What follows belongs to an exercise in optimizing a design on an open flow for small area and a short achievable clock period; a production flow would make more cautious choices.
At most, simulation tests tie the RTL to the original design; equivalence was not proved.
Power figures rest on the tool's default switching activity, not on a simulated workload.

==> build 98: inputs <==
==> flow/design.v (excerpt) <==
module fp_addmul (
    input  wire        clk,
    input  wire        rst,
    input  wire        sub,
    input  wire [31:0] a,
    input  wire [31:0] b,
    output wire [31:0] add_result,
    output wire [31:0] mul_result
);
    wire       ok0, gt0, eq0, inv0, sa0, sm0;
    wire [7:0] eb0, em0;
    wire [4:0] tz0;
    wire [11:0] one0, two0;
    s0_ok    u_s0_ok   (.a(a[30:0]), .b(b[30:0]), .ok(ok0));
    s0_expb  u_s0_expb (.b(b[30:0]), .sub(sub), .expb(eb0));
    s0_cmp   u_s0_cmp  (.a(a[30:0]), .b(b[30:0]), .sub(sub), .gt(gt0), .eq(eq0));
    s0_misc  u_s0_misc (.a(a), .b(b), .sub(sub), .sa(sa0), .sm(sm0), .inv(inv0), .tz(tz0), .em(em0));
    s0_booth u_s0_booth (.f(b[22:0]), .one(one0), .two(two0));
    reg [22:0] a1, b1;
    reg [7:0]  ea1, eb1, em1;
    reg        gt1, eq1, inv1, sa1, sm1;
    reg [4:0]  tz1;
    reg [11:0] one1, two1;
    reg        ok1;
    always @(posedge clk or posedge rst) begin
        if (rst)
            ok1 <= 1'b0;
        else
            ok1 <= ok0;
    end
    always @(posedge clk) begin
        a1 <= a[22:0]; b1 <= b[22:0]; ea1 <= a[30:23]; eb1 <= eb0; em1 <= em0;
        gt1 <= gt0; eq1 <= eq0; inv1 <= inv0; sa1 <= sa0; sm1 <= sm0; tz1 <= tz0;
        one1 <= one0; two1 <= two0;
    end
    wire [22:0] pa1;
    wire [23:0] qs1;
    wire        cin1;
    add_s1 u_add_s1 (.a1(a1), .b1(b1), .ea1(ea1), .eb1(eb1), .gt1(gt1), .inv1(inv1), .tz1(tz1),
                     .pa(pa1), .qs(qs1), .cin(cin1));
    wire [137:0] rows1;
    mul_s1 u_mul_s1 (.a1(a1), .b1(b1), .bone(one1), .btwo(two1), .rows(rows1));
    reg [23:0] ma2, mb2;
    reg        c2;
    reg [7:0]  ea2;
    reg        sa2;
    reg        mz2, nz2;
    always @(posedge clk or posedge rst) begin
        if (rst) begin
            ma2 <= 24'd0; mb2 <= 24'd0; c2 <= 1'b0; ea2 <= 8'd0; sa2 <= 1'b0;
            mz2 <= 1'b0; nz2 <= 1'b0;
        end else begin
            if (!ok1) begin
                ma2 <= 24'd0; mb2 <= 24'd0; c2 <= 1'b0;
            end else if (!eq1) begin
  ...
==> flow/config.mk <==
export PLATFORM = sky130hd
export DESIGN_NAME = fp_addmul
export DESIGN_NICKNAME = fp_addmul
export VERILOG_FILES = /design/flow/design.v
export SDC_FILE = /design/flow/constraint.sdc
export NUM_CORES = 4
export LEC_CHECK = 0
export CAP_MARGIN = 20
export CORE_MARGIN = 2
export CORE_UTILIZATION = 55
export SETUP_SLACK_MARGIN = 5
export SLEW_MARGIN = 20
export SYNTH_HIERARCHICAL = 1
export SYNTH_MINIMUM_KEEP_SIZE = 0
==> flow/constraint.sdc <==
create_clock -name core_clock -period 10.0 [get_ports {clk}]
set_input_delay 2.0000 -clock core_clock [delete_from_list [all_inputs] [get_ports {clk}]]
set_output_delay 2.0000 -clock core_clock [all_outputs]
set_load 0.01 [all_outputs]
standard.sh (not shown) runs the stock make flow with config.mk's settings and CLKGATE_MAP_FILE= SYNTH_SCRIPT=/design/flow/synth_recipe.tcl, a recipe that flattens the netlist after the stock synthesis.
==> flow/flow/run.sh <==
#!/bin/bash
# Layout flow: the standard flow (standard.sh: the standard synthesis and
# ORFS layout steps, unchanged), except that the port buffers that ORFS's
# buffer_ports inserts are buf_2 cells instead of its default choice.
set -euo pipefail
export BUFFER_PORTS_ARGS="-buffer_cell sky130_fd_sc_hd__buf_2"
bash standard.sh > standard_flow.log 2>&1
==> inputs of build 51, as changes to build 98 <==
==> flow/run.sh (new file) <==
#!/bin/bash
# synth_recipe.tcl (not shown) runs the flow's synth.tcl, then flattens the netlist and writes it again
# the make line also repeats each setting of config.mk as NAME=value (left out here)
make -C /OpenROAD-flow-scripts/flow DESIGN_CONFIG=/design/flow/config.mk WORK_HOME=/design/flow/orfs CLKGATE_MAP_FILE= SYNTH_SCRIPT=/design/flow/synth_recipe.tcl finish
removed: flow/flow/run.sh
removed: flow/standard.sh
==> impl_metrics.json <==
{
  "status": "finished clean",
  "placed_area_mm2": 0.0362,
  "cp_cell_sequence": "inv_1 -> ha_1 -> inv_1 -> fa_1 -> mux2_2 -> xor2_2 -> inv_1 -> buf_4 -> mux2i_1 -> mux2i_1 -> a211oi_1 -> nand2_1 -> a21oi_1 -> mux2i_1 -> nor2_1",
  "bufAreaShareNonClock_pct": 2.96,
  "clock_cell_area_share_pct": 4.69,
  "totalWireLength_um": 102000,
  "clk-power_mw": 1.97,
  "wl_per_cell_um": 23.9,
  "pg_comb_mw": 7.37,
  "area_growth_pct": 7.35,
  "holdWs_ns": 0.320,
  "met1_usage_pct": 42.2
}
That was build 98.
==> impl_metrics.json <==
{
  "area_growth_pct": 9.19,
  "pg_comb_mw": 7.51,
  "bufAreaShareNonClock_pct": 4.51,
  "clock_cell_area_share_pct": 4.70,
  "totalWireLength_um": 103000,
  "clk-power_mw": 2.00,
  "status": "finished clean",
  "placed_area_mm2": 0.0369,
  "wl_per_cell_um": 24.3
}
That was build 51.
Function was not checked in any run of this note: the RTL went through the layout flow alone.

* * *

==> run A: inputs <==
fp_addmul, a different RTL version from the one above (not shown whole).
clock: 10.0 ns
lec_check: 0
cap_margin: 20
core_margin: 2
core_utilization: 62
cts_buf_list: sky130_fd_sc_hd__clkbuf_8
setup_slack_margin: 5
slew_margin: 20
synth_hierarchical: 1
synth_minimum_keep_size: 0
==> flow/flow/run.sh <==
#!/bin/bash
# Layout flow: the standard flow (standard.sh: the standard synthesis and
# ORFS layout steps, unchanged), except that the port buffers that ORFS's
# buffer_ports inserts are buf_2 cells instead of its default choice.
set -euo pipefail
export BUFFER_PORTS_ARGS="-buffer_cell sky130_fd_sc_hd__buf_2"
bash standard.sh > standard_flow.log 2>&1
==> run D (differences from run A) <==
--- a/flow/design.v
+++ b/flow/design.v
@@ -2,16 +2,18 @@
 module s0_ok (input [30:0] a, input [30:0] b, output ok);
     wire inf_a = (a[30:23] == 8'hff) && (a[22:0] == 23'd0);
     wire inf_b = (b[30:23] == 8'hff) && (b[22:0] == 23'd0);
     assign ok = !(inf_a || inf_b);
 endmodule
-module s0_dif (input [30:0] a, input [30:0] b, input sub, output [7:0] d);
+module s0_dif (input [30:0] a, input [30:0] b, input sub, output [4:0] dp, output [4:0] dn);
     wire [7:0] ea = a[30:23];
     wire [7:0] eb = b[30:23];
     wire       z  = (b[22:0] == 23'd0);
-    wire [8:0] t  = {ea, 1'b1} + {sub ? eb : ~eb, sub ? ~z : 1'b1};
-    assign d = t[8:1];
+    wire [7:0] d1 = ea + (sub ? eb : ~eb) + {7'd0, sub ? ~z : 1'b1};           
+    wire [7:0] d2 = ~ea + (sub ? ~eb : eb) + {6'd0, sub ? {z, ~z} : 2'b01};    
+    assign dp = d1[4:0] | {5{|d1[7:5]}};
+    assign dn = d2[4:0] | {5{|d2[7:5]}};
 endmodule
 module s0_cmp (input [30:0] a, input [30:0] b, input sub, output gt, output eq);
     wire [7:0] ea = a[30:23];
     wire [7:0] eb = b[30:23];
     wire z     = (b[22:0] == 23'd0);
@@ -60,11 +62,11 @@
     end endgenerate
 endmodule
 `timescale 1ns / 1ps
 module add_s1 (
     input  [22:0] a1, b1,
-    input  [7:0]  d1,       
+    input  [4:0]  dp1, dn1,
     input         gt1, inv1,
     input  [4:0]  tz1,
     output [22:0] pa,       
     output [23:0] qs,       
     output        cin       
@@ -73,20 +75,19 @@
     wire [22:0] q   = gt1 ? a1 : b1;
     wire        ivp = inv1 & gt1;
     wire        ivq = inv1 & ~gt1;
     assign pa = p ^ {23{ivp}};
     wire [23:0] qv  = {1'b1, q ^ {23{ivq}}};
-    wire [7:0]  m   = gt1 ? d1 : ~d1;
-    wire [23:0] tp  = gt1 ? qv : {1'b0, qv[23:1]};
-    wire [23:0] t0  = m[0] ? {1'b0, tp[23:1]} : tp;
-    wire [23:0] t1  = m[1] ? {2'b0, t0[23:2]} : t0;
-    wire [23:0] t2  = m[2] ? {4'b0, t1[23:4]} : t1;
-    wire [23:0] t3  = m[3] ? {8'b0, t2[23:8]} : t2;
-    wire [23:0] t4  = m[4] ? {16'b0, t3[23:16]} : t3;
-    wire        big = (|m[7:5]) | (m[4] & m[3]) | (~gt1 & (m[4:0] == 5'd23));    
+    wire [4:0]  d1  = gt1 ? dp1 : dn1;
+    wire [23:0] t0  = d1[0] ? {1'b0, qv[23:1]} : qv;
+    wire [23:0] t1  = d1[1] ? {2'b0, t0[23:2]} : t0;
+    wire [23:0] t2  = d1[2] ? {4'b0, t1[23:4]} : t1;
+    wire [23:0] t3  = d1[3] ? {8'b0, t2[23:8]} : t2;
+    wire [23:0] t4  = d1[4] ? {16'b0, t3[23:16]} : t3;
+    wire        big = d1[4] & d1[3];    
     assign qs = big ? 24'd0 : t4;
-    assign cin = ivp | (ivq & ~big & (tz1 > m[4:0]));
+    assign cin = ivp | (ivq & ~big & (tz1 >= d1));
 endmodule
 `timescale 1ns / 1ps
 module add_s2 (
     input  [23:0] ma, mb,
     input         c,
@@ -1107,22 +1108,21 @@
     output wire [31:0] add_result,
     output wire [31:0] mul_result
 );
     wire       ok0, gt0, eq0, inv0, sa0, sm0;
     wire [7:0] em0;
-    wire [4:0] tz0;
-    wire [7:0] d0;
+    wire [4:0] tz0, dp0, dn0;
     wire [11:0] one0, two0;
     s0_ok    u_s0_ok   (.a(a[30:0]), .b(b[30:0]), .ok(ok0));
-    s0_dif   u_s0_dif  (.a(a[30:0]), .b(b[30:0]), .sub(sub), .d(d0));
+    s0_dif   u_s0_dif  (.a(a[30:0]), .b(b[30:0]), .sub(sub), .dp(dp0), .dn(dn0));
     s0_em    u_s0_em   (.a(a[30:0]), .b(b[30:0]), .em(em0));
     s0_cmp   u_s0_cmp  (.a(a[30:0]), .b(b[30:0]), .sub(sub), .gt(gt0), .eq(eq0));
     s0_misc  u_s0_misc (.a(a), .b(b), .sub(sub), .sa(sa0), .sm(sm0), .inv(inv0), .tz(tz0));
     s0_booth u_s0_booth (.f(b[22:0]), .one(one0), .two(two0));
     reg [22:0] a1, b1;
     reg [7:0]  ea1, em1;
-    reg [7:0]  d1;
+    reg [4:0]  dp1, dn1;
     reg        gt1, eq1, inv1, sa1, sm1;
     reg [4:0]  tz1;
     reg [11:0] one1, two1;
     reg        ok1;
     always @(posedge clk or posedge rst) begin
@@ -1130,18 +1130,18 @@
             ok1 <= 1'b0;
         else
             ok1 <= ok0;
     end
     always @(posedge clk) begin
-        a1 <= a[22:0]; b1 <= b[22:0]; ea1 <= a[30:23]; d1 <= d0; em1 <= em0;
+        a1 <= a[22:0]; b1 <= b[22:0]; ea1 <= a[30:23]; dp1 <= dp0; dn1 <= dn0; em1 <= em0;
         gt1 <= gt0; eq1 <= eq0; inv1 <= inv0; sa1 <= sa0; sm1 <= sm0; tz1 <= tz0;
         one1 <= one0; two1 <= two0;
     end
     wire [22:0] pa1;
     wire [23:0] qs1;
     wire        cin1;
-    add_s1 u_add_s1 (.a1(a1), .b1(b1), .d1(d1), .gt1(gt1), .inv1(inv1), .tz1(tz1),
+    add_s1 u_add_s1 (.a1(a1), .b1(b1), .dp1(dp1), .dn1(dn1), .gt1(gt1), .inv1(inv1), .tz1(tz1),
                      .pa(pa1), .qs(qs1), .cin(cin1));
     wire [137:0] rows1;
     mul_s1 u_mul_s1 (.a1(a1), .b1(b1), .bone(one1), .btwo(two1), .rows(rows1));
     reg [23:0] ma2, mb2;
     reg        c2;
==> flow/run.sh (new file) <==
#!/bin/bash
# synth_recipe.tcl (not shown) runs the flow's synth.tcl, then flattens the netlist and writes it again
# the make line also repeats each setting of config.mk as NAME=value (left out here)
make -C /OpenROAD-flow-scripts/flow DESIGN_CONFIG=/design/flow/config.mk WORK_HOME=/design/flow/orfs CLKGATE_MAP_FILE= SYNTH_SCRIPT=/design/flow/synth_recipe.tcl finish
CORE_UTILIZATION = 55   (was 62)
CTS_BUF_LIST = unset   (was sky130_fd_sc_hd__clkbuf_8)
removed: flow/flow/run.sh
removed: flow/standard.sh
==> run E (differences from run A) <==
CORE_UTILIZATION = 55   (was 62)
CTS_BUF_LIST = unset   (was sky130_fd_sc_hd__clkbuf_8)
==> run notes <==
metric                                                            run A       run E       run D
Fraction of power consumed by combinational cells                 58.9%       57.9%       58.3%
Ratio of final minimum period to clock period                     37.6%       38.4%       48.7%
FILL cells                                                        4,480       5,522       5,480
Run status                             no timing/DRC/antenna violations  no timing/DRC/antenna violations  no timing/DRC/antenna violations
Post-cts gate resize count                                            0           0          78
Signal buf overhead                                               2.87%       2.84%       4.42%
Met2 routed wirelength                                        44,900 um   44,900 um   45,300 um
Clock-cell share of area                                          4.77%       5.00%       4.77%
Start-to-end type of the worst setup path                     in -> reg  reg -> reg   in -> reg
Maximum number of pins on one net before global-route repair        196         196         173
Max frequency                                                   266 MHz     260 MHz     205 MHz
Sequential power                                                3.07 mW     3.06 mW     2.95 mW
WL met3                                                         8460 um     7420 um     7420 um
Leakage power                                                   15.3 nW     15.2 nW     15.4 nW
Critical path launch point type                               input pin    register   input pin
Final wirelength                                              99,200 um   99,800 um  102,000 um
No functional check of the RTL was part of run D.

* * *

==> delta <==
fp_addmul, a different RTL version from the one above (not shown whole).
export LEC_CHECK = 0
export CAP_MARGIN = 20
export CORE_MARGIN = 2
export CORE_UTILIZATION = 55
export CTS_BUF_LIST = sky130_fd_sc_hd__clkbuf_8
export SETUP_SLACK_MARGIN = 5
export SLEW_MARGIN = 20
export SYNTH_HIERARCHICAL = 1
export SYNTH_MINIMUM_KEEP_SIZE = 0
create_clock -name core_clock -period 10.0 [get_ports {clk}]
==> flow/flow/run.sh <==
#!/bin/bash
# Layout flow: the standard flow (standard.sh: the standard synthesis and
# ORFS layout steps, unchanged), except that the port buffers that ORFS's
# buffer_ports inserts are buf_2 cells instead of its default choice.
set -euo pipefail
export BUFFER_PORTS_ARGS="-buffer_cell sky130_fd_sc_hd__buf_2"
bash standard.sh > standard_flow.log 2>&1
==> inputs of maple, as changes to delta <==
--- a/flow/design.v
+++ b/flow/design.v
@@ -69,19 +69,19 @@
     input  [4:0]  tz1,
     output [22:0] pa,       
     output [23:0] qs,       
     output        cin       
 );
     wire [22:0] p   = gt1 ? b1 : a1;
-    wire [22:0] q   = gt1 ? a1 : b1;
+    wire [22:0] q   = gt1 ? a1 : b1;      
     wire        ivp = inv1 & gt1;
     wire        ivq = inv1 & ~gt1;
     assign pa = p ^ {23{ivp}};
-    wire [23:0] qv  = {1'b1, q ^ {23{ivq}}};
+    wire [22:0] bx  = b1 ^ {23{ivq}};
     wire [7:0]  m   = gt1 ? d1 : ~d1;
-    wire [23:0] tp  = gt1 ? qv : {1'b0, qv[23:1]};
+    wire [23:0] tp  = gt1 ? {1'b1, a1} : {2'b01, bx[22:1]};
     wire [23:0] t0  = m[0] ? {1'b0, tp[23:1]} : tp;
     wire [23:0] t1  = m[1] ? {2'b0, t0[23:2]} : t0;
     wire [23:0] t2  = m[2] ? {4'b0, t1[23:4]} : t1;
     wire [23:0] t3  = m[3] ? {8'b0, t2[23:8]} : t2;
     wire [23:0] t4  = m[4] ? {16'b0, t3[23:16]} : t3;
     wire        big = (|m[7:5]) | (m[4] & m[3]) | (~gt1 & (m[4:0] == 5'd23));    
@@ -97,32 +97,30 @@
     wire [24:0] t = {ma, c} + {mb, c};
     assign s = t[24:1];
 endmodule
 `timescale 1ns / 1ps
 module add_s3 (
     input  [23:0] s,
-    input  [7:0]  e,
-    input         v,
     output [23:0] mc,
-    output [2:0]  lf,
-    output [7:0]  ef
+    output [4:0]  lzo
 );
     reg [4:0] lz;
     integer i;
     always @(*) begin
         lz = 5'd24;
         for (i = 0; i < 24; i = i + 1)
             if (s[i]) lz = 5'd23 - i[4:0];
     end
-    assign mc = s << {lz[4:3], 3'b000};
-    assign lf = lz[2:0];
-    assign ef = v ? (e - {3'd0, lz}) : 8'd0;
+    assign mc  = s << {lz[4:3], 3'b000};
+    assign lzo = lz;
 endmodule
-module add_s4 (input [23:0] mc, input [2:0] lf, output [22:0] m);
-    wire [23:0] n = mc << lf;
-    assign m = n[22:0];
+module add_s4 (input [23:0] mc, input [4:0] lz, input [7:0] e, input v,
+               output [22:0] m, output [7:0] ef);
+    wire [23:0] n = mc << lz[2:0];
+    assign m  = n[22:0];
+    assign ef = v ? (e - {3'd0, lz}) : 8'd0;
 endmodule
 `timescale 1ns / 1ps
 `timescale 1ns / 1ps
 `timescale 1ns / 1ps
 module mul_s1 (input [22:0] a1, input [22:0] a1m, input [22:0] b1, input [11:0] bone, input [11:0] btwo,
                output [137:0] rows);
@@ -1194,31 +1192,31 @@
     reg [7:0]  em3;
     reg        sm3;
     always @(posedge clk) begin
         p3 <= p2; em3 <= em2; sm3 <= sm2;
     end
     wire [23:0] mc3;
-    wire [2:0]  lf3;
-    wire [7:0]  ef3;
-    add_s3 u_add_s3 (.s(s3), .e(ea3), .v(v3), .mc(mc3), .lf(lf3), .ef(ef3));
+    wire [4:0]  lz3;
+    add_s3 u_add_s3 (.s(s3), .mc(mc3), .lzo(lz3));
     wire [31:0] mr3 = !nz3 ? 32'd0 : mz3 ? 32'h3f800000 :
                       {sm3, em3 + {7'd0, p3[24]}, p3[24] ? p3[23:1] : p3[22:0]};
     reg [23:0] mc4;
-    reg [2:0]  lf4;
-    reg [7:0]  ef4;
-    reg        sa4;
+    reg [4:0]  lz4;
+    reg [7:0]  ea4;
+    reg        sa4, v4;
     reg [31:0] mr4;
     always @(posedge clk or posedge rst) begin
         if (rst) begin
-            mc4 <= 24'd0; lf4 <= 3'd0; ef4 <= 8'd0; sa4 <= 1'b0; mr4 <= 32'd0;
+            mc4 <= 24'd0; lz4 <= 5'd0; ea4 <= 8'd0; sa4 <= 1'b0; v4 <= 1'b0; mr4 <= 32'd0;
         end else begin
-            mc4 <= mc3; lf4 <= lf3; ef4 <= ef3; sa4 <= sa3; mr4 <= mr3;
+            mc4 <= mc3; lz4 <= lz3; ea4 <= ea3; sa4 <= sa3; v4 <= v3; mr4 <= mr3;
         end
     end
     wire [22:0] m4;
-    add_s4 u_add_s4 (.mc(mc4), .lf(lf4), .m(m4));
+    wire [7:0]  ef4;
+    add_s4 u_add_s4 (.mc(mc4), .lz(lz4), .e(ea4), .v(v4), .m(m4), .ef(ef4));
     reg [31:0] ar5;
     always @(posedge clk or posedge rst) begin
         if (rst)
             ar5 <= 32'd0;
         else
             ar5 <= {sa4, ef4, m4};
==> flow/config.mk (replaced) <==
export PLATFORM = sky130hd
export DESIGN_NAME = fp_addmul
export DESIGN_NICKNAME = fp_addmul
export VERILOG_FILES = /design/flow/design.v
export SDC_FILE = /design/flow/constraint.sdc
export NUM_CORES = 4
export LEC_CHECK = 0
export CAP_MARGIN = 20
export CORE_MARGIN = 2
export CORE_UTILIZATION = 62
export CTS_BUF_LIST = sky130_fd_sc_hd__clkbuf_8
export SETUP_SLACK_MARGIN = 5
export SLEW_MARGIN = 20
export SYNTH_HIERARCHICAL = 1
export SYNTH_MINIMUM_KEEP_SIZE = 0
==> inputs of raven, as changes to delta <==
==> flow/config.mk (replaced) <==
export PLATFORM = sky130hd
export DESIGN_NAME = fp_addmul
export DESIGN_NICKNAME = fp_addmul
export VERILOG_FILES = /design/flow/design.v
export SDC_FILE = /design/flow/constraint.sdc
export NUM_CORES = 4
export LEC_CHECK = 0
export CAP_MARGIN = 20
export CORE_MARGIN = 2
export CORE_UTILIZATION = 62
export CTS_BUF_LIST = sky130_fd_sc_hd__clkbuf_8
export SETUP_SLACK_MARGIN = 5
export SLEW_MARGIN = 20
export SYNTH_HIERARCHICAL = 1
export SYNTH_MINIMUM_KEEP_SIZE = 0
==> run notes <==
maple finished clean. delta passed the timing, DRC and antenna checks. raven ran to the end with no violations.
Between maple and raven, the lower global-route usage is in raven (gap 3.0 points).
In raven the critical path depth is lower than in maple, by 2.
In raven the combinational power is larger than in maple, by about 1%.
In maple the register-to-register slack is higher than in delta, by 50 ps.
In area after synthesis, delta and raven do not differ.
Non-clock buffer count: maple > delta > raven.
Cell area: raven < delta < maple.
The lowest count of clock-buffer cells in the layout belongs to maple, the highest to raven.
In sequential power, delta and raven hardly differ.
The lowest worst hold slack belongs to maple, the highest to delta.
The highest total power belongs to raven, the lowest to delta.
No run of this note included a check of the RTL's function; only the layout flow was run.

[static timing again, ports no longer ideal]
The results above use ideal ports. As a check the final layouts listed here were re-extracted and re-timed, cells and wires unchanged.
Step 1 sets driving cells, clkbuf_16 on the clock port and buf_2 on the other inputs (assumed; they add their load-dependent delay and slew).
Step 2 adds t to the input delays and takes it off the output delays; t is the mean of the earliest and latest rising clock arrival at the registers after step 1. Input paths then give back, and output paths get back, about the clock's delay inside the block.
a / b / c = no drivers / after step 1 / after step 2; a / b = the first two.
run	t, ns	setup slack, ns	worst slew at a driven data input, ns
build 98	0.671	6.044 / 6.044 / 5.829	0.05
build 51	0.661	5.832 / 5.832 / 5.332	0.06
run A	0.743	6.240 / 6.254 / 5.511	0.06
run D	0.655	5.130 / 5.177 / 4.522	0.07
run E	0.690	6.157 / 6.157 / 5.552	0.06
delta	0.756	6.217 / 6.217 / 5.946	0.03
maple	0.757	6.272 / 6.272 / 5.889	0.05
raven	0.743	6.222 / 6.222 / 5.880	0.03
After both steps setup and hold are still met in every run listed. For run A, which loses most, drivers alone change the setup slack by +0.014 ns; drivers and shift together by -0.729 ns. Setup slack includes reset recovery checks.
